This is an optimization exercise on Yosys and OpenROAD, whose aim is small area, not a production implementation. In this exercise RTL edits were held to simulation tests only and were not proved equivalent to the original. Power figures rest on the tool's default switching activity, not on a simulated workload.

// reservation_station
module reservation_station #(
    parameter int  RS_DEPTH   = 8
)(
    input  logic      clk_i,
    input  logic      rst_i,
    input  logic      recover_i,
    input  logic      disp_valid_i,
    output logic      disp_ready_o,
    input  logic [RS_ENTRY_W-1:0] disp_entry_i,    
    output logic      issue_valid_o,
    input  logic      issue_ready_i,
    output logic [RS_ENTRY_W-1:0] issue_entry_o,   
    input  logic       cdb_valid_i,
    input  logic [6:0] cdb_tag_i
);
For scale: ~3,200 cells after synthesis, roughly 1,600 flip-flops, about 420 I/O pins, roughly 61,000 µm² of cells after synthesis.
clock: 10.0 ns
lec_check: 0
cap_margin: 20
core_margin: 4
core_utilization: 35
place_density: 0.55
slew_margin: 20
run.sh (not shown) runs the stock make flow with config.mk's settings and CLKGATE_MAP_FILE= SYNTH_SCRIPT=/design/flow/synth_recipe.tcl, a recipe that flattens the netlist after the stock synthesis.
The starting point produced a clean layout.
Rerun with:
==> flow/flow/run.sh (new file) <==
#!/bin/bash
# Standard layout (standard.sh, all steps), with three changes:
#  - synthesis is the standard one (same passes, same flip-flop mapping, same
#    flatten and renaming) except that abc maps the logic with an area-oriented
#    script (flow/area.abc) instead of the speed script; see flow/synth_area.tcl;
#  - port buffers are sky130_fd_sc_hd__buf_1 instead of the default choice;
#  - CTS uses small clock buffers, small sink clusters and no dummy loads.
# The make output goes to flow.log; ORFS's per-step logs stay under orfs/logs.
set -euo pipefail
W=$PWD
export AREA_ABC_SCRIPT=$W/flow/area.abc
export BUFFER_PORTS_ARGS="-buffer_cell sky130_fd_sc_hd__buf_1"
export CTS_ARGS="-sink_clustering_enable -repair_clock_nets -dont_use_dummy_load -buf_list sky130_fd_sc_hd__clkbuf_4 -sink_clustering_size 8 -sink_clustering_max_diameter 50"
sed "s#SYNTH_SCRIPT=[^ ]*#SYNTH_SCRIPT=$W/flow/synth_area.tcl#" standard.sh > own_standard.sh
grep -q "SYNTH_SCRIPT=$W/flow/synth_area.tcl" own_standard.sh
bash own_standard.sh > flow.log 2>&1
==> flow/flow/area.abc (new file) <==
strash
&get -n
&fraig -x
&put
scorr
dc2
strash
&get -n
&dch -f
&nf -R 1000
&put
topo
stime -c
==> flow/flow/synth_area.tcl (new file) <==
proc synth {args} { yosys synth -nofsm -noshare {*}$args }
# Same as the standard synthesis, but abc maps with an area-oriented script.
proc abc {args} {
  set i [lsearch -exact $args -script]
  if {$i >= 0} { set args [lreplace $args [expr {$i+1}] [expr {$i+1}] $::env(AREA_ABC_SCRIPT)] }
  yosys abc {*}$args
}
source $::env(SCRIPTS_DIR)/synth.tcl
# left out here: clear keep_hierarchy, flatten, clean up, hide names made inside functions, write 1_2_yosys.v
==> flow/standard.sh (new file) <==
#!/bin/bash
# synth_recipe.tcl (not shown) runs the flow's synth.tcl, then flattens the netlist and writes it again
# the make line also repeats each setting of config.mk as NAME=value (left out here)
make -C /OpenROAD-flow-scripts/flow DESIGN_CONFIG=/design/flow/config.mk WORK_HOME=/design/flow/orfs CLKGATE_MAP_FILE= SYNTH_SCRIPT=/design/flow/synth_recipe.tcl "${@:-finish}"
removed: flow/run.sh
The new run completed with no timing, DRC or antenna violations.
Global-route usage went down by 0.54 points.
Combinational power went down by 47%.
Power went down by 23%.
Non-clock buffer count went down by 4.
Hold slack is about the same.
Synthesized area went down by 4.8%.
Worst setup slack is better by 0.21 ns.
Wire length went down by 7.2%.
Sequential cell count is unchanged.
Rerun with:
==> flow/flow/run.sh (replaced) <==
#!/bin/bash
# Standard layout, with two changes:
#  - port buffers are sky130_fd_sc_hd__buf_1 instead of the default choice;
#  - CTS uses small clock buffers, small sink clusters and no dummy loads.
# The make output goes to standard_flow.log; ORFS's per-step logs stay under orfs/logs.
set -euo pipefail
export BUFFER_PORTS_ARGS="-buffer_cell sky130_fd_sc_hd__buf_1"
export CTS_ARGS="-sink_clustering_enable -repair_clock_nets -dont_use_dummy_load -buf_list sky130_fd_sc_hd__clkbuf_4 -sink_clustering_size 8 -sink_clustering_max_diameter 50"
bash standard.sh > standard_flow.log 2>&1
removed: flow/flow/area.abc
removed: flow/flow/synth_area.tcl
Effect:
- The changed run passed the timing, design-rule and antenna checks
- total power grows by a few percent
- worst setup slack gets worse by 0.43 ns
- via count climbs by a few percent
- combinational power increases by well over a third
- clock skew fell by 0.028 ns

========
## old
The RTL this note starts from:
==> flow/design.v <==
`timescale 1ns / 1ns
    localparam int PREGS   = 128;
    localparam int PREG_W  = $clog2(PREGS);    
    localparam int ROB_DEPTH = 16;
    localparam int ROB_PTR_W = $clog2(ROB_DEPTH);
    typedef enum logic [3:0] {
        NA,
        ADD,
        SUB,
        ANDD,
        ORR,
        RSHIFT,
        SLTIU,
        LUI
    } ALUCTRL;
    typedef enum logic [3:0] {
        NOFUNC,
        ALU,
        MEM,
        BRANCH
    } FUNCU;
    typedef enum logic {
        BHW,
        WORD
    } MEMDATATYPE;
    typedef enum logic {
        STORE,
        LOAD
    } LOADSTORE;
    typedef struct packed {
        logic [31:0] instr;
        logic [31:0] pc;
    } fetch_t;
    typedef struct packed {
        logic [31:0] instr;
        logic [31:0] pc;         
        logic [6:0]  opcode;
        logic [4:0]  rs1;        
        logic        rs1Used;
        logic [4:0]  rs2;
        logic        rs2Used;
        logic [4:0]  rd;
        logic        rdUsed;
        logic [31:0] imm;
        logic        immUsed;
        logic        spec;
        logic        lsType;     
        logic        loadStore;  
        logic        branch;
        logic        jump;
        logic        speculative;
        logic [3:0]  aluop;
        logic [3:0]  funcU;
    } decode_t;
    typedef struct packed {
        logic [PREG_W-1:0] rs1;
        logic [PREG_W-1:0] rs2;
        logic [PREG_W-1:0] rd;
        logic [PREG_W-1:0] old_rd;
        logic [4:0] arch_rd;
        logic [31:0] pc;
        logic [6:0]  opcode;
        logic [31:0] imm;
        logic        imm_used;
        logic        rd_used;
        logic [3:0]  aluop;
        logic [3:0]  funcU;
        logic [1:0]  load_store_type;    
        logic        speculative;
        logic        jump;
        logic        branch;
    } rename_t;
    typedef struct packed {
        logic        valid;
        logic        ready;
        logic [PREG_W-1:0] rs1;
        logic [PREG_W-1:0] rs2;
        logic [PREG_W-1:0] rd;
        logic [PREG_W-1:0] old_rd;
        logic [ROB_PTR_W-1:0] ROB_tag;
        logic [ROB_PTR_W-1:0] ROB_tag_clone;  
        logic [31:0] pc;
        logic [6:0]  opcode;
        logic [31:0] imm;
        logic        imm_used;
        logic        rd_used;
        logic [3:0]  aluop;
        logic [3:0]  funcU;
        logic [1:0]  load_store_type;
        logic        speculative;
        logic        jump;
        logic        branch;
        logic [31:0] rs1_val;
        logic [31:0] rs2_val;
        logic        rs1_rdy;
        logic        rs2_rdy;
        logic [6:0]  rs1_tag;    
        logic [6:0]  rs2_tag;
    } rs_entry_t;
    typedef rs_entry_t dispatch_t;
    typedef struct packed {
        logic        valid;
        logic        completed;
        logic        has_dest;
        logic [4:0]        arch_rd;
        logic [PREG_W-1:0] dest_preg;
        logic [PREG_W-1:0] old_preg;
        logic        is_branch;
        logic [31:0] pc;
    } rob_entry_t;
    typedef struct packed {
        logic [PREG_W-1:0] rd_addr;
        logic [31:0] rs1_val;
        logic rs1_used;
        logic [31:0] rs2_val;
        logic rs2_used;
        logic [31:0] imm_val;
        logic imm_used;
        logic [3:0] aluop;
        logic [ROB_PTR_W-1:0] ROB_tag;
    } alu_entry_t;
    typedef struct packed {
        logic [PREG_W-1:0] rd_addr;
        logic [31:0] rd_val;
        logic completed;
        logic [ROB_PTR_W-1:0] ROB_tag;
    } alu_out_t;
    typedef struct packed {
        logic [PREG_W-1:0] rd_addr;
        logic [31:0] rs1_val;
        logic rs1_used;
        logic [31:0] rs2_val;
        logic rs2_used;
        logic [31:0] imm_val;
        logic imm_used;
        logic jump;
        logic branch;
        logic [31:0] pc;
        logic took_branch;
        logic [ROB_PTR_W-1:0] ROB_tag;
    } branch_entry_t;
    typedef struct packed {
        logic [PREG_W-1:0] rd_addr;
        logic [31:0] rd_val;
        logic [31:0] dest_addr;
        logic branch_taken;  
        logic completed;
        logic mispredict;
        logic [ROB_PTR_W-1:0] ROB_tag;
    } branch_out_t;
    typedef struct packed {
        logic [PREG_W-1:0] rd_addr;
        logic [31:0] rs1_val;
        logic rs1_used;
        logic [31:0] rs2_val;
        logic rs2_used;
        logic [31:0] imm_val;
        logic imm_used;
        logic lsType;  
        logic loadStore;  
        logic [31:0] pc;
        logic [ROB_PTR_W-1:0] ROB_tag;
    } lsu_entry_t;
    typedef struct packed {
        logic [PREG_W-1:0] rd_addr; 
        logic [31:0] rd_val;
        logic completed;
        logic [ROB_PTR_W-1:0] ROB_tag;
    } lsu_out_t;
    typedef struct packed {
        logic [PREG_W-1:0] rd_addr;      
        logic [31:0]       rd_val;       
        logic              completed;    
        logic              mispredict;   
        logic [ROB_PTR_W-1:0] ROB_tag;  
        logic              branch_taken;  
        logic [31:0]       dest_addr;     
        logic [1:0]        src_fu;        
    } wb_packet_t;
    localparam int RS_ENTRY_W     = 204;    
    localparam int FETCH_T_W      = 64;
    localparam int DECODE_T_W     = 136;
    localparam int RENAME_T_W     = 119;
    localparam int ALU_OUT_T_W    = 44;
    localparam int BRANCH_OUT_T_W = 78;
    localparam int LSU_OUT_T_W    = 44;
`timescale 1ns / 1ns
module prioritydecoder 
#(
    parameter WIDTH = 4
)(
    input logic [WIDTH-1:0] in,
    output logic [$clog2(WIDTH)-1:0] out,
    output logic valid
);
    always_comb begin
        valid = 1'b0;
        out   = '0;
        for (int i = WIDTH-1; i >= 0; i--) begin
            if (in[i] && !valid) begin
                valid = 1'b1;
                out   = i[$clog2(WIDTH)-1:0];  
            end
        end
    end
endmodule
module rs_slot_next
#(
    parameter W = 1
)(
    input  logic [W-1:0] wdata,
    input  logic         we,
    input  logic         we_n,
    input  logic [W-1:0] q,
    output logic [W-1:0] d
);
    assign d = (wdata & {W{we}}) | (q & {W{we_n}});
endmodule
`timescale 1ns / 1ns
 `timescale 1ns / 1ns
module reservation_station #(
    parameter int  RS_DEPTH   = 8
)(
    input  logic      clk_i,
    input  logic      rst_i,
    input  logic      recover_i,
    input  logic      disp_valid_i,
    output logic      disp_ready_o,
    input  logic [RS_ENTRY_W-1:0] disp_entry_i,    
    output logic      issue_valid_o,
    input  logic      issue_ready_i,
    output logic [RS_ENTRY_W-1:0] issue_entry_o,   
    input  logic       cdb_valid_i,
    input  logic [6:0] cdb_tag_i
);
    localparam int PW = RS_ENTRY_W - 3;             
    localparam int IW = $clog2(RS_DEPTH);
    logic [PW-1:0]       pay [RS_DEPTH];            
    logic [RS_DEPTH-1:0] val, rdy1, rdy2;
    logic                hold_valid;
    logic [IW-1:0]       hold_idx;
    wire [PW-1:0] din = {disp_entry_i[RS_ENTRY_W-2:16], disp_entry_i[13:0]};
    logic [RS_DEPTH-1:0] free_oh;
    logic                have_free;
    always_comb begin
        have_free = 1'b0;
        free_oh   = '0;
        for (int i = RS_DEPTH-1; i >= 0; i--) begin
            if (!val[i] && !have_free) begin
                have_free  = 1'b1;
                free_oh[i] = 1'b1;
            end
        end
    end
    assign disp_ready_o = have_free && !recover_i;
    wire do_insert = disp_valid_i && disp_ready_o;
    wire [RS_DEPTH-1:0] ins = do_insert ? free_oh : '0;
    wire [RS_DEPTH-1:0] ready_vec = val & rdy1 & rdy2;
    logic [IW-1:0] issue_idx;
    logic          have_issue;
    prioritydecoder #(.WIDTH(RS_DEPTH)) u_dec_issue (
        .in   (ready_vec),
        .out  (issue_idx),
        .valid(have_issue)
    );
    assign issue_valid_o = hold_valid && !recover_i;
    wire do_issue = issue_valid_o && issue_ready_i;
    logic [RS_DEPTH-1:0] hold_sel;
    always_comb begin
        for (int i = 0; i < RS_DEPTH; i++)
            hold_sel[i] = hold_valid && (hold_idx == IW'(i));
    end
    logic [PW-1:0] out_pay;
    always_comb begin
        out_pay = '0;
        for (int i = 0; i < RS_DEPTH; i++)
            out_pay = out_pay | (pay[i] & {PW{hold_sel[i]}});
    end
    assign issue_entry_o = {hold_valid, out_pay[PW-1:14], hold_valid, hold_valid, out_pay[13:0]};
    always_ff @(posedge clk_i or posedge rst_i) begin
        if (rst_i) begin
            val        <= '0;
            hold_valid <= 1'b0;
        end else if (recover_i) begin
            val        <= '0;
            hold_valid <= 1'b0;
        end else begin
            val <= (val & ~(do_issue ? hold_sel : '0)) | ins;
            if (hold_valid) hold_valid <= !issue_ready_i;
            else            hold_valid <= have_issue;
        end
    end
    always_ff @(posedge clk_i) begin
        if (!hold_valid) hold_idx <= issue_idx;
    end
    always_ff @(posedge clk_i) begin
        for (int i = 0; i < RS_DEPTH; i++) begin
            if (ins[i]) begin
                rdy1[i] <= disp_entry_i[15];
                rdy2[i] <= disp_entry_i[14];
            end else if (cdb_valid_i) begin
                if (pay[i][13:7] == cdb_tag_i) rdy1[i] <= 1'b1;
                if (pay[i][6:0]  == cdb_tag_i) rdy2[i] <= 1'b1;
            end
        end
    end
    logic [PW-1:0] pay_d [RS_DEPTH];
    for (genvar g = 0; g < RS_DEPTH; g++) begin : g_slot
        rs_slot_next #(.W(PW)) u_next (
            .wdata(din),
            .we   (ins[g]),
            .we_n (~ins[g]),
            .q    (pay[g]),
            .d    (pay_d[g])
        );
    end
    always_ff @(posedge clk_i) begin
        for (int i = 0; i < RS_DEPTH; i++)
            pay[i] <= pay_d[i];
    end
endmodule
==> flow/config.mk <==
export PLATFORM = sky130hd
export DESIGN_NAME = reservation_station
export DESIGN_NICKNAME = reservation_station
export VERILOG_FILES = /design/flow/design.v
export SDC_FILE = /design/flow/constraint.sdc
export NUM_CORES = 4
export LEC_CHECK = 0
export CAP_MARGIN = 20
export CORE_MARGIN = 4
export CORE_UTILIZATION = 70
export PLACE_DENSITY = 0.85
export SLEW_MARGIN = 20
export SYNTH_HIERARCHICAL = 1
==> flow/constraint.sdc <==
create_clock -name core_clock -period 10.0 [get_ports {clk_i}]
set_input_delay 2.0000 -clock core_clock [delete_from_list [all_inputs] [get_ports {clk_i}]]
set_output_delay 2.0000 -clock core_clock [all_outputs]
set_load 0.01 [all_outputs]
standard.sh (not shown) runs the stock make flow with config.mk's settings and CLKGATE_MAP_FILE= SYNTH_SCRIPT=/design/flow/synth_recipe.tcl, a recipe that flattens the netlist after the stock synthesis.
==> flow/flow/run.sh <==
#!/bin/bash
# Standard layout (standard.sh, all steps), with three changes:
#  - synthesis is the standard one (same passes, same flip-flop mapping, same
#    flatten and renaming) except that abc maps the logic with an area-oriented
#    script (flow/area.abc) instead of the speed script; see flow/synth_area.tcl;
#  - port buffers are sky130_fd_sc_hd__buf_1 instead of the default choice;
#  - CTS uses small clock buffers, small sink clusters and no dummy loads.
# The make output goes to flow.log; ORFS's per-step logs stay under orfs/logs.
set -euo pipefail
W=$PWD
export AREA_ABC_SCRIPT=$W/flow/area.abc
export BUFFER_PORTS_ARGS="-buffer_cell sky130_fd_sc_hd__buf_1"
export CTS_ARGS="-sink_clustering_enable -repair_clock_nets -dont_use_dummy_load -buf_list sky130_fd_sc_hd__clkbuf_4 -sink_clustering_size 9 -sink_clustering_max_diameter 50"
sed "s#SYNTH_SCRIPT=[^ ]*#SYNTH_SCRIPT=$W/flow/synth_area.tcl#" standard.sh > own_standard.sh
grep -q "SYNTH_SCRIPT=$W/flow/synth_area.tcl" own_standard.sh
bash own_standard.sh > flow.log 2>&1
==> flow/flow/area.abc <==
strash
&get -n
&fraig -x
&put
scorr
dc2
strash
&get -n
&dch -f
&nf -R 1000
&put
topo
stime -c
==> flow/flow/synth_area.tcl <==
proc synth {args} { yosys synth -nofsm -noshare {*}$args }
# Same as the standard synthesis, but abc maps with an area-oriented script.
proc abc {args} {
  set i [lsearch -exact $args -script]
  if {$i >= 0} { set args [lreplace $args [expr {$i+1}] [expr {$i+1}] $::env(AREA_ABC_SCRIPT)] }
  yosys abc {*}$args
}
source $::env(SCRIPTS_DIR)/synth.tcl
# left out here: clear keep_hierarchy, flatten, clean up, hide names made inside functions, write 1_2_yosys.v
What new does differently from old at the input level:
# old
export LEC_CHECK = 0
export CAP_MARGIN = 20
export CORE_MARGIN = 4
export CORE_UTILIZATION = 70
export PLACE_DENSITY = 0.85
export SLEW_MARGIN = 20
export SYNTH_HIERARCHICAL = 1
create_clock -name core_clock -period 10.0 [get_ports {clk_i}]
# new
export LEC_CHECK = 0
export CAP_MARGIN = 20
export CORE_MARGIN = 4
export CORE_UTILIZATION = 35
export PLACE_DENSITY = 0.55
export SLEW_MARGIN = 20
export SYNTH_HIERARCHICAL = 1
create_clock -name core_clock -period 10.0 [get_ports {clk_i}]
diff --git a/flow/flow/run.sh b/flow/flow/run.sh
--- a/flow/flow/run.sh
+++ b/flow/flow/run.sh
@@ -12,3 +12,3 @@
 export BUFFER_PORTS_ARGS="-buffer_cell sky130_fd_sc_hd__buf_1"
-export CTS_ARGS="-sink_clustering_enable -repair_clock_nets -dont_use_dummy_load -buf_list sky130_fd_sc_hd__clkbuf_4 -sink_clustering_size 9 -sink_clustering_max_diameter 50"
+export CTS_ARGS="-sink_clustering_enable -repair_clock_nets -dont_use_dummy_load -buf_list sky130_fd_sc_hd__clkbuf_4 -sink_clustering_size 8 -sink_clustering_max_diameter 50"
 sed "s#SYNTH_SCRIPT=[^ ]*#SYNTH_SCRIPT=$W/flow/synth_area.tcl#" standard.sh > own_standard.sh
- The standard cells in new occupy more silicon area than those in old do.
- When new is set beside old, its shortest period the worst path allows turns out to be 0.14 ns smaller.
- new vs old on routing usage on met3: new is the lower one.
- The capturing element of the worst setup path comes out issue_entry_o[0] in one run and issue_entry_o[2] in the other, namely in new and old respectively.
- The final reports for new and old show part of the total power dissipated in the clock network higher in the former.
- Looking at via count of the first global-routing pass, new sits below old.
- [new vs old] mean number of vias per cell: lower in new
- Diff old -> new: sequential share of layout area now sits lower, relative area change from synthesis to final layout +2.9 points, part of the power in registers has decreased, worst setup slack now larger, final wirelength grew by 32 mm.

==> separate check: timing with driven ports <==
The results above use ideal ports. As a check the final layouts listed here were re-extracted and re-timed, cells and wires unchanged.
Step 1, drivers: a clkbuf_16 drives clk_i and a buf_2 each remaining input, both assumed.
Step 2 adds t to the input delays and takes it off the output delays; t is the mean of the earliest and latest rising clock arrival at the registers after step 1. Input paths then give back, and output paths get back, about the clock's delay inside the block.
Slacks: no drivers / after step 1 / after step 2; pairs: no drivers / after step 1.
run	shift t [ns]	setup slack, ns	worst hold slack (ns)	worst setup path at the end
the first run of note 1	0.853	3.221 / 3.147 / 3.982	0.573 / 0.573 / 0.573	input to output
the second run of note 1	1.276	3.428 / 3.361 / 4.638	0.575 / 0.575 / 0.575	register to output
the third run of note 1	1.269	3.003 / 2.933 / 4.202	0.585 / 0.585 / 0.585	register to output
old	1.139	2.979 / 2.916 / 3.528	0.478 / 0.478 / 0.478	input to register
new	1.298	3.119 / 3.046 / 3.841	0.472 / 0.472 / 0.472	input to register
After both steps every run listed still meets setup and hold.
